Source: an optimization exercise on an open RTL-to-GDS flow (aim: small area and a short achievable clock period). Production flows keep margins and buffers that such runs may drop. At most, simulation tests tie the RTL to the original design; equivalence was not proved. No activity file was given, so power comes from the tool's default toggle rates.

==> flow/design.v (excerpt) <==
module DSP (a,b,c,d,clk,rst_n,p);
    parameter OPERATION = "ADD" ;
    input [17:0] a,b,d;
    input [47:0] c;
    input clk,rst_n;
    output reg [47:0] p;
    wire [19:0] ax = {2'b00, a};
    reg [8:0] bo, bt, bn;
    reg bz;
    reg [17:0] s1;
    wire [17:0] s0;
    ks18 u_pre (.a(b), .b(d), .s(s0));
    reg [115:0] x;
    wire [115:0] xe = x;
    reg [47:0] r0;
    reg [47:8] r1;
    reg rc;
    wire [47:0] cd = {c[47:36] - 12'd1, c[35:0]};
    wire [115:0] xn;
    wire [8:0] nn = ~bn;
    wire [18:0] sx = {1'b0, s1};
    wire [18:0] sy = {s1, 1'b0};
    wire [17:0] pz = {18{bz}} & s1;
    wire [18:0] pp0 = (({19{bo[0]}} & sx) | ({19{bt[0]}} & sy)) ^ {19{bn[0]}};
    wire [18:0] pp1 = (({19{bo[1]}} & sx) | ({19{bt[1]}} & sy)) ^ {19{bn[1]}};
    wire [18:0] pp2 = (({19{bo[2]}} & sx) | ({19{bt[2]}} & sy)) ^ {19{bn[2]}};
    wire [18:0] pp3 = (({19{bo[3]}} & sx) | ({19{bt[3]}} & sy)) ^ {19{bn[3]}};
    wire [18:0] pp4 = (({19{bo[4]}} & sx) | ({19{bt[4]}} & sy)) ^ {19{bn[4]}};
  ...
Size in the first run: about 150 I/O pins, ~18000 µm² of cells after synthesis.
clock: 7.0 ns
lec_check: 0
cap_margin: 20
core_margin: 2
core_utilization: 60
cts_buf_list: sky130_fd_sc_hd__clkbuf_8
cts_cluster_diameter: 60
cts_cluster_size: 12
setup_slack_margin: 4.5
slew_margin: 20
synth_hierarchical: 1
synth_minimum_keep_size: 0
standard.sh (not shown) runs the stock make flow with config.mk's settings and CLKGATE_MAP_FILE= SYNTH_SCRIPT=/design/flow/synth_recipe.tcl, a recipe that flattens the netlist after the stock synthesis.
==> flow/flow/run.sh <==
#!/bin/bash
# Standard ORFS layout (the standard.sh, unchanged synthesis), except:
# - the input and output ports are buffered with a plain buf_1 instead of the
#   delay-type buffer that buffer_ports picks by default;
# - clock tree synthesis inserts no dummy load cells.
set -euo pipefail
bash standard.sh \
  "BUFFER_PORTS_ARGS=-buffer_cell sky130_fd_sc_hd__buf_1" \
  "CTS_ARGS=-sink_clustering_enable -repair_clock_nets -sink_clustering_size 12 -sink_clustering_max_diameter 60 -buf_list sky130_fd_sc_hd__clkbuf_8 -dont_use_dummy_load" \
  finish > orfs_make.log 2>&1
Change:
--- a/flow/flow/run.sh
+++ b/flow/flow/run.sh
@@ -7,4 +7,4 @@
 bash standard.sh \
   "BUFFER_PORTS_ARGS=-buffer_cell sky130_fd_sc_hd__buf_1" \
-  "CTS_ARGS=-sink_clustering_enable -repair_clock_nets -sink_clustering_size 12 -sink_clustering_max_diameter 60 -buf_list sky130_fd_sc_hd__clkbuf_8 -dont_use_dummy_load" \
+  "CTS_ARGS=-sink_clustering_enable -repair_clock_nets -sink_clustering_size 16 -sink_clustering_max_diameter 60 -buf_list sky130_fd_sc_hd__clkbuf_8 -dont_use_dummy_load" \
   finish > orfs_make.log 2>&1
--- a/flow/config.mk
+++ b/flow/config.mk
@@ -11,7 +11,8 @@
 export CTS_BUF_LIST = sky130_fd_sc_hd__clkbuf_8
 export CTS_CLUSTER_DIAMETER = 60
-export CTS_CLUSTER_SIZE = 12
+export CTS_CLUSTER_SIZE = 16
 export SETUP_SLACK_MARGIN = 4.5
 export SLEW_MARGIN = 20
 export SYNTH_HIERARCHICAL = 1
 export SYNTH_MINIMUM_KEEP_SIZE = 0
+export TNS_END_PERCENT = 50
What happened: Register-to-register slack is worse by 70 ps; final area fell by 1.1%; non-clock buffer count fell by 1; clock-buffer cell count decreases by 6.
Change:
--- a/flow/flow/run.sh
+++ b/flow/flow/run.sh
@@ -7,4 +7,4 @@
 bash standard.sh \
   "BUFFER_PORTS_ARGS=-buffer_cell sky130_fd_sc_hd__buf_1" \
-  "CTS_ARGS=-sink_clustering_enable -repair_clock_nets -sink_clustering_size 16 -sink_clustering_max_diameter 60 -buf_list sky130_fd_sc_hd__clkbuf_8 -dont_use_dummy_load" \
+  "CTS_ARGS=-sink_clustering_enable -repair_clock_nets -sink_clustering_size 16 -sink_clustering_max_diameter 60 -buf_list {sky130_fd_sc_hd__clkbuf_8 sky130_fd_sc_hd__clkbuf_16} -root_buf sky130_fd_sc_hd__clkbuf_16 -dont_use_dummy_load" \
   finish > orfs_make.log 2>&1
--- a/flow/config.mk
+++ b/flow/config.mk
@@ -12,7 +12,6 @@
 export CTS_CLUSTER_DIAMETER = 60
 export CTS_CLUSTER_SIZE = 16
-export SETUP_SLACK_MARGIN = 4.5
+export SETUP_SLACK_MARGIN = 4.6
 export SLEW_MARGIN = 20
 export SYNTH_HIERARCHICAL = 1
 export SYNTH_MINIMUM_KEEP_SIZE = 0
-export TNS_END_PERCENT = 50
Total power went up by about 7%.
Die area does not change.
Setup slack is better by 3.5 ps.
Core utilization increases by 2.3 points.
Global-route usage is about the same.
Routed wire length decreases by about 0.6%.
Register-to-register slack improved by 190 ps.
Change:
==> flow/flow/run.sh (replaced) <==
#!/bin/bash
# Standard ORFS layout (the standard.sh, unchanged synthesis), except:
# - the input and output ports are buffered with a plain buf_1 instead of the
#   delay-type buffer that buffer_ports picks by default;
# - clock tree synthesis inserts no dummy load cells.
set -euo pipefail
bash standard.sh \
  "BUFFER_PORTS_ARGS=-buffer_cell sky130_fd_sc_hd__buf_1" \
  "CTS_ARGS=-sink_clustering_enable -repair_clock_nets -sink_clustering_size 16 -sink_clustering_max_diameter 60 -buf_list sky130_fd_sc_hd__clkbuf_8 -dont_use_dummy_load" \
  finish > orfs_make.log 2>&1
--- a/flow/config.mk
+++ b/flow/config.mk
@@ -12,5 +12,6 @@
 export CTS_CLUSTER_DIAMETER = 60
 export CTS_CLUSTER_SIZE = 16
-export SETUP_SLACK_MARGIN = 4.6
+export GPL_ROUTABILITY_DRIVEN = 0
+export SETUP_SLACK_MARGIN = 4.5
 export SLEW_MARGIN = 20
 export SYNTH_HIERARCHICAL = 1
Outcome:
- The changed run ran to the end with no violations
- final cell count goes down by 0.35%
- wire length goes down by 1.8%
- clock skew goes up by 21 ps
- count of clock-buffer cells in the layout is unchanged


DSP, a different RTL version from the one above (not shown whole).
For scale: ~1500 cells after synthesis, about 18000 um2 of cells after synthesis.
## DSP
module DSP (a,b,c,d,clk,rst_n,p);
    parameter OPERATION = "ADD" ;
    input [17:0] a,b,d;
    input [47:0] c;
    input clk,rst_n;
    output reg [47:0] p;
    wire [19:0] ax = {2'b00, a};
        reg [8:0] bo, bt, bn;
    reg bz;
    reg [17:0] s1;
    wire [17:0] s0;
    ks18 u_pre (.a(b), .b(d), .s(s0));
    reg [115:0] x;
    reg [47:0] r0;
    reg [47:8] r1;
    reg rc;
    wire [47:0] cd = {c[47:36] - 12'd1, c[35:0]};
    wire [115:0] xn;
    wire [8:0] nn = ~bn;
    wire [18:0] sx = {1'b0, s1};
    wire [18:0] sy = {s1, 1'b0};
    wire [17:0] pz = {18{bz}} & s1;
    wire [18:0] pp0 = (({19{bo[0]}} & sx) | ({19{bt[0]}} & sy)) ^ {19{bn[0]}};
    wire [18:0] pp1 = (({19{bo[1]}} & sx) | ({19{bt[1]}} & sy)) ^ {19{bn[1]}};
    wire [18:0] pp2 = (({19{bo[2]}} & sx) | ({19{bt[2]}} & sy)) ^ {19{bn[2]}};
    wire [18:0] pp3 = (({19{bo[3]}} & sx) | ({19{bt[3]}} & sy)) ^ {19{bn[3]}};
    wire [18:0] pp4 = (({19{bo[4]}} & sx) | ({19{bt[4]}} & sy)) ^ {19{bn[4]}};
    wire [18:0] pp5 = (({19{bo[5]}} & sx) | ({19{bt[5]}} & sy)) ^ {19{bn[5]}};
    wire [18:0] pp6 = (({19{bo[6]}} & sx) | ({19{bt[6]}} & sy)) ^ {19{bn[6]}};
    wire [18:0] pp7 = (({19{bo[7]}} & sx) | ({19{bt[7]}} & sy)) ^ {19{bn[7]}};
    wire [18:0] pp8 = (({19{bo[8]}} & sx) | ({19{bt[8]}} & sy)) ^ {19{bn[8]}};
    wire fs1, fk1;
    wire fs2, fk2;
    wire fs3, fk3;
    wire fs4, fk4;
    wire fs5, fk5;
    wire fs6, fk6;
    wire fs7, fk7;
    wire fs8, fk8;
    wire fs9, fk9;
    wire fs10, fk10;
    wire fs11, fk11;
    wire fs12, fk12;
    wire fs13, fk13;
    wire fs14, fk14;
    wire fs15, fk15;
    wire fs16, fk16;
    wire fs17, fk17;
    wire fs18, fk18;
  ...
export LEC_CHECK = 0
export CAP_MARGIN = 20
export CORE_MARGIN = 2
export CORE_UTILIZATION = 67
export CTS_BUF_LIST = sky130_fd_sc_hd__clkbuf_8
export CTS_CLUSTER_DIAMETER = 60
export CTS_CLUSTER_SIZE = 16
export SETUP_SLACK_MARGIN = 4.5
export SLEW_MARGIN = 20
export SYNTH_HIERARCHICAL = 1
export SYNTH_MINIMUM_KEEP_SIZE = 0
create_clock -name core_clock -period 7.0 [get_ports {clk}]
==> flow/flow/run.sh <==
#!/bin/bash
# Standard ORFS layout (the standard.sh, unchanged synthesis), except:
# - the input and output ports are buffered with a plain buf_1 instead of the
#   delay-type buffer that buffer_ports picks by default;
# - clock tree synthesis inserts no dummy load cells.
set -euo pipefail
bash standard.sh \
  "BUFFER_PORTS_ARGS=-buffer_cell sky130_fd_sc_hd__buf_1" \
  "CTS_ARGS=-sink_clustering_enable -repair_clock_nets -sink_clustering_size 16 -sink_clustering_max_diameter 60 -buf_list sky130_fd_sc_hd__clkbuf_8 -dont_use_dummy_load" \
  finish > orfs_make.log 2>&1
The baseline produced a clean layout.
Edit:
--- a/flow/config.mk
+++ b/flow/config.mk
@@ -9,3 +9,3 @@
 export CORE_MARGIN = 2
-export CORE_UTILIZATION = 67
+export CORE_UTILIZATION = 60
 export CTS_BUF_LIST = sky130_fd_sc_hd__clkbuf_8
@@ -13,2 +13,3 @@
 export CTS_CLUSTER_SIZE = 16
+export PLACE_DENSITY = 0.75
 export SETUP_SLACK_MARGIN = 4.5
Effect: First-iteration DRC count shrinks by about 13%; setup slack degrades by 0.054 ns; sequential cell count does not change; total power barely changes; non-clock buffer count grows by 2; design area grows by 1.1%; clock-buffer cell count grows by 3.


== build 43 ==
DSP, a different RTL version from the one above (not shown whole).
Size: roughly 1500 cells after synthesis, ~150 I/O pins, ~0.019 mm^2 of cells after synthesis.
Settings: LEC_CHECK=0, ABC_CLOCK_PERIOD_IN_PS=1500, CAP_MARGIN=20, CORE_MARGIN=2, CORE_UTILIZATION=60, CTS_BUF_LIST=sky130_fd_sc_hd__clkbuf_4, SETUP_SLACK_MARGIN=4.3, SLEW_MARGIN=20, SYNTH_HIERARCHICAL=1, SYNTH_MINIMUM_KEEP_SIZE=0; clock period 7.0 ns.
run.sh (not shown) runs the stock make flow with config.mk's settings and CLKGATE_MAP_FILE= SYNTH_SCRIPT=/design/flow/synth_recipe.tcl, a recipe that flattens the netlist after the stock synthesis.
Stock flow here: none of the scripts above is used.
Build 43 did not stop at any stage, and its layout met the timing, design-rule and antenna checks.
--- input diff build 43..build 88 ---
--- a/flow/config.mk
+++ b/flow/config.mk
@@ -9,6 +9,5 @@
 export CAP_MARGIN = 20
 export CORE_MARGIN = 2
-export CORE_UTILIZATION = 60
-export CTS_BUF_LIST = sky130_fd_sc_hd__clkbuf_4
+export CORE_UTILIZATION = 50
 export SETUP_SLACK_MARGIN = 4.3
 export SLEW_MARGIN = 20
Findings:
Antenna cell count | build 88 below build 43
Reported for build 43 and build 88, post-synthesis instance total turned out identical to the last digit.
Between build 88 and build 43, it is build 88 whose pin slew with the least headroom to its limit is lower, by 0.028 ns.
Core utilization: build 88 lower than build 43
Taking build 43 as the reference, in build 88 average cell area after synthesis held, share of total power in sequential cells dropped 1.7 points.
Changes observed in build 88 relative to build 43: synthesis-to-layout area growth went up 4.6 points; chip width went up about 9%.
Inputs modified between build 88 and build 76:
--- a/flow/config.mk
+++ b/flow/config.mk
@@ -6,9 +6,7 @@
 export NUM_CORES = 4
 export LEC_CHECK = 0
-export ABC_CLOCK_PERIOD_IN_PS = 1500
 export CAP_MARGIN = 20
 export CORE_MARGIN = 2
 export CORE_UTILIZATION = 50
-export SETUP_SLACK_MARGIN = 4.3
 export SLEW_MARGIN = 20
 export SYNTH_HIERARCHICAL = 1
--- outcome ---
- Build 76 — worst hold slack 0.013 ns lower, build 88 as reference
- Measured against build 76, the total power of build 88 comes out at 1.05 times the reference value.
- Per the comparison of build 76 with build 88, number of fillers in the final layout higher, arrival time reported for the critical path endpoint increased by 0.94 ns relative to the old numbers, die area flat, cell area power density decreased 1.1%.
- Compared with build 88, build 76 shows a lower final-layout non-clock buffer area share.
- Looking at via count across both flows, build 76 is the stronger of the two, with build 88 trailing.
- Compared with build 88, build 76 has less setup slack.
No functional check of the RTL was part of any run of this note.


DSP with an RTL version that a note above also has.
Size: ~1500 cells after synthesis, roughly 150 I/O pins, about 18000 µm² of cells after synthesis.
==> flow/config.mk <==
export PLATFORM = sky130hd
export DESIGN_NAME = DSP
export DESIGN_NICKNAME = DSP
export VERILOG_FILES = /design/flow/design.v
export SDC_FILE = /design/flow/constraint.sdc
export NUM_CORES = 4
export LEC_CHECK = 0
export CAP_MARGIN = 20
export CORE_MARGIN = 2
export CORE_UTILIZATION = 60
export CTS_BUF_LIST = sky130_fd_sc_hd__clkbuf_8
export CTS_CLUSTER_DIAMETER = 60
export CTS_CLUSTER_SIZE = 16
export SETUP_SLACK_MARGIN = 4.5
export SLEW_MARGIN = 20
export SYNTH_HIERARCHICAL = 1
export SYNTH_MINIMUM_KEEP_SIZE = 0
==> flow/constraint.sdc <==
create_clock -name core_clock -period 7.0 [get_ports {clk}]
set_input_delay 1.4000 -clock core_clock [delete_from_list [all_inputs] [get_ports {clk}]]
set_output_delay 1.4000 -clock core_clock [all_outputs]
set_load 0.01 [all_outputs]
standard.sh (not shown) runs the stock make flow with config.mk's settings and CLKGATE_MAP_FILE= SYNTH_SCRIPT=/design/flow/synth_recipe.tcl, a recipe that flattens the netlist after the stock synthesis.
==> flow/flow/run.sh <==
#!/bin/bash
# Standard ORFS layout (the standard.sh, unchanged synthesis), except:
# - the input and output ports are buffered with a plain buf_1 instead of the
#   delay-type buffer that buffer_ports picks by default;
# - clock tree synthesis inserts no dummy load cells.
set -euo pipefail
bash standard.sh \
  "BUFFER_PORTS_ARGS=-buffer_cell sky130_fd_sc_hd__buf_1" \
  "CTS_ARGS=-sink_clustering_enable -repair_clock_nets -sink_clustering_size 16 -sink_clustering_max_diameter 60 -buf_list {sky130_fd_sc_hd__clkbuf_8 sky130_fd_sc_hd__clkbuf_16} -root_buf sky130_fd_sc_hd__clkbuf_16 -dont_use_dummy_load" \
  finish > orfs_make.log 2>&1
Change:
==> flow/flow/run.sh (replaced) <==
#!/bin/bash
# Standard ORFS layout (the standard.sh, unchanged synthesis), except:
# - the input and output ports are buffered with a plain buf_1 instead of the
#   delay-type buffer that buffer_ports picks by default;
# - clock tree synthesis inserts no dummy load cells.
set -euo pipefail
bash standard.sh \
  "BUFFER_PORTS_ARGS=-buffer_cell sky130_fd_sc_hd__buf_1" \
  "CTS_ARGS=-sink_clustering_enable -repair_clock_nets -sink_clustering_size 16 -sink_clustering_max_diameter 60 -buf_list sky130_fd_sc_hd__clkbuf_8 -dont_use_dummy_load" \
  finish > orfs_make.log 2>&1
=>
- The changed run completed with no timing, DRC or antenna violations
- total power is lower by 3.8%
- die area stays the same
- clock skew is higher by 0.020 ns
- routed wire length stays flat
- setup slack is worse by 0.037 ns
- cell area is lower by about 1.3%
- synthesized area is unchanged
- via count is lower by 0.76%
- sequential cell count stays the same
- fmax is lower by about 1.5%
Change:
--- a/flow/flow/run.sh
+++ b/flow/flow/run.sh
@@ -7,4 +7,4 @@
 bash standard.sh \
   "BUFFER_PORTS_ARGS=-buffer_cell sky130_fd_sc_hd__buf_1" \
-  "CTS_ARGS=-sink_clustering_enable -repair_clock_nets -sink_clustering_size 16 -sink_clustering_max_diameter 60 -buf_list sky130_fd_sc_hd__clkbuf_8 -dont_use_dummy_load" \
+  "CTS_ARGS=-sink_clustering_enable -repair_clock_nets -sink_clustering_size 20 -sink_clustering_max_diameter 60 -buf_list sky130_fd_sc_hd__clkbuf_8 -dont_use_dummy_load" \
   finish > orfs_make.log 2>&1
- CTS_CLUSTER_SIZE: 16 -> 20
Result: Register-to-register slack got worse by 0.04 ns; synthesized cell count is unchanged; die area stays the same.
Change:
--- a/flow/flow/run.sh
+++ b/flow/flow/run.sh
@@ -7,4 +7,4 @@
 bash standard.sh \
   "BUFFER_PORTS_ARGS=-buffer_cell sky130_fd_sc_hd__buf_1" \
-  "CTS_ARGS=-sink_clustering_enable -repair_clock_nets -sink_clustering_size 20 -sink_clustering_max_diameter 60 -buf_list sky130_fd_sc_hd__clkbuf_8 -dont_use_dummy_load" \
+  "CTS_ARGS=-sink_clustering_enable -repair_clock_nets -sink_clustering_size 16 -sink_clustering_max_diameter 60 -buf_list sky130_fd_sc_hd__clkbuf_8 -dont_use_dummy_load" \
   finish > orfs_make.log 2>&1
- CTS_CLUSTER_SIZE: 20 -> 16
- SETUP_SLACK_MARGIN: 4.5 -> 4.45
The new run finished clean.
Setup slack loses 0.0041 ns.
Final area barely changes.
Die area is unchanged.
Sequential power stays flat.
Routed wire length is higher by 1.2%.

[port drivers added, routing unchanged]
Ports are ideal in the flow. The routed layouts listed here were re-timed in OpenROAD.
Step 1 (the two cells are an assumption about what drives the block):
set clk [get_ports {clk}]
set_driving_cell -lib_cell sky130_fd_sc_hd__clkbuf_16 $clk
set_driving_cell -lib_cell sky130_fd_sc_hd__buf_2 [delete_from_list [all_inputs] $clk]
Step 2 times the ports against the registers' clock, not the clock port: input delays grow and output delays shrink by t, the midpoint of the rising clock arrivals with the driver on.
a / b / c = no drivers / after step 1 / after step 2; a / b = the first two.
run | t, ns | setup WS [ns] | hold WS [ns] | worst setup path at the end | latest minus earliest clock arrival (ns)
the first run of note 1 | 0.607 | 4.510 / 4.462 / 3.926 | 0.340 / 0.340 / 0.340 | input to register | 0.038 / 0.039
the second run of note 1 | 0.590 | 4.506 / 4.456 / 3.975 | 0.357 / 0.357 / 0.357 | input to register | 0.084 / 0.084
the third run of note 1 | 0.564 | 4.509 / 4.505 / 3.962 | 0.352 / 0.352 / 0.352 | input to register | 0.056 / 0.056
the fourth run of note 1 | 0.581 | 4.503 / 4.457 / 3.953 | 0.342 / 0.342 / 0.342 | input to register | 0.077 / 0.077
the first run of note 2 | 0.598 | 4.500 / 4.466 / 3.920 | 0.356 / 0.356 / 0.356 | input to register | 0.062 / 0.062
the second run of note 2 | 0.607 | 4.446 / 4.446 / 3.905 | 0.323 / 0.323 / 0.323 | input to register | 0.055 / 0.054
build 43 | 0.730 | 4.191 / 4.206 / 3.476 | 0.355 / 0.355 / 0.355 | input to register | 0.048 / 0.048
build 88 | 0.587 | 4.042 / 4.057 / 3.470 | 0.364 / 0.364 / 0.364 | input to register | 0.019 / 0.020
build 76 | 0.583 | 3.093 / 3.114 / 2.531 | 0.351 / 0.351 / 0.351 | input to register | 0.020 / 0.020
the first run of note 4 | 0.565 | 4.545 / 4.514 / 3.999 | 0.346 / 0.346 / 0.346 | input to register | 0.036 / 0.037
the second run of note 4 | 0.597 | 4.507 / 4.460 / 3.937 | 0.330 / 0.330 / 0.330 | input to register | 0.057 / 0.057
the third run of note 4 | 0.604 | 4.501 / 4.453 / 3.932 | 0.359 / 0.359 / 0.359 | input to register | 0.042 / 0.042
the fourth run of note 4 | 0.599 | 4.497 / 4.457 / 3.929 | 0.352 / 0.352 / 0.352 | input to register | 0.042 / 0.042
After both steps setup and hold are still met in every run listed. The setup slack of build 43, which loses most, moves by +0.015 ns with the drivers and by -0.715 ns with both steps.
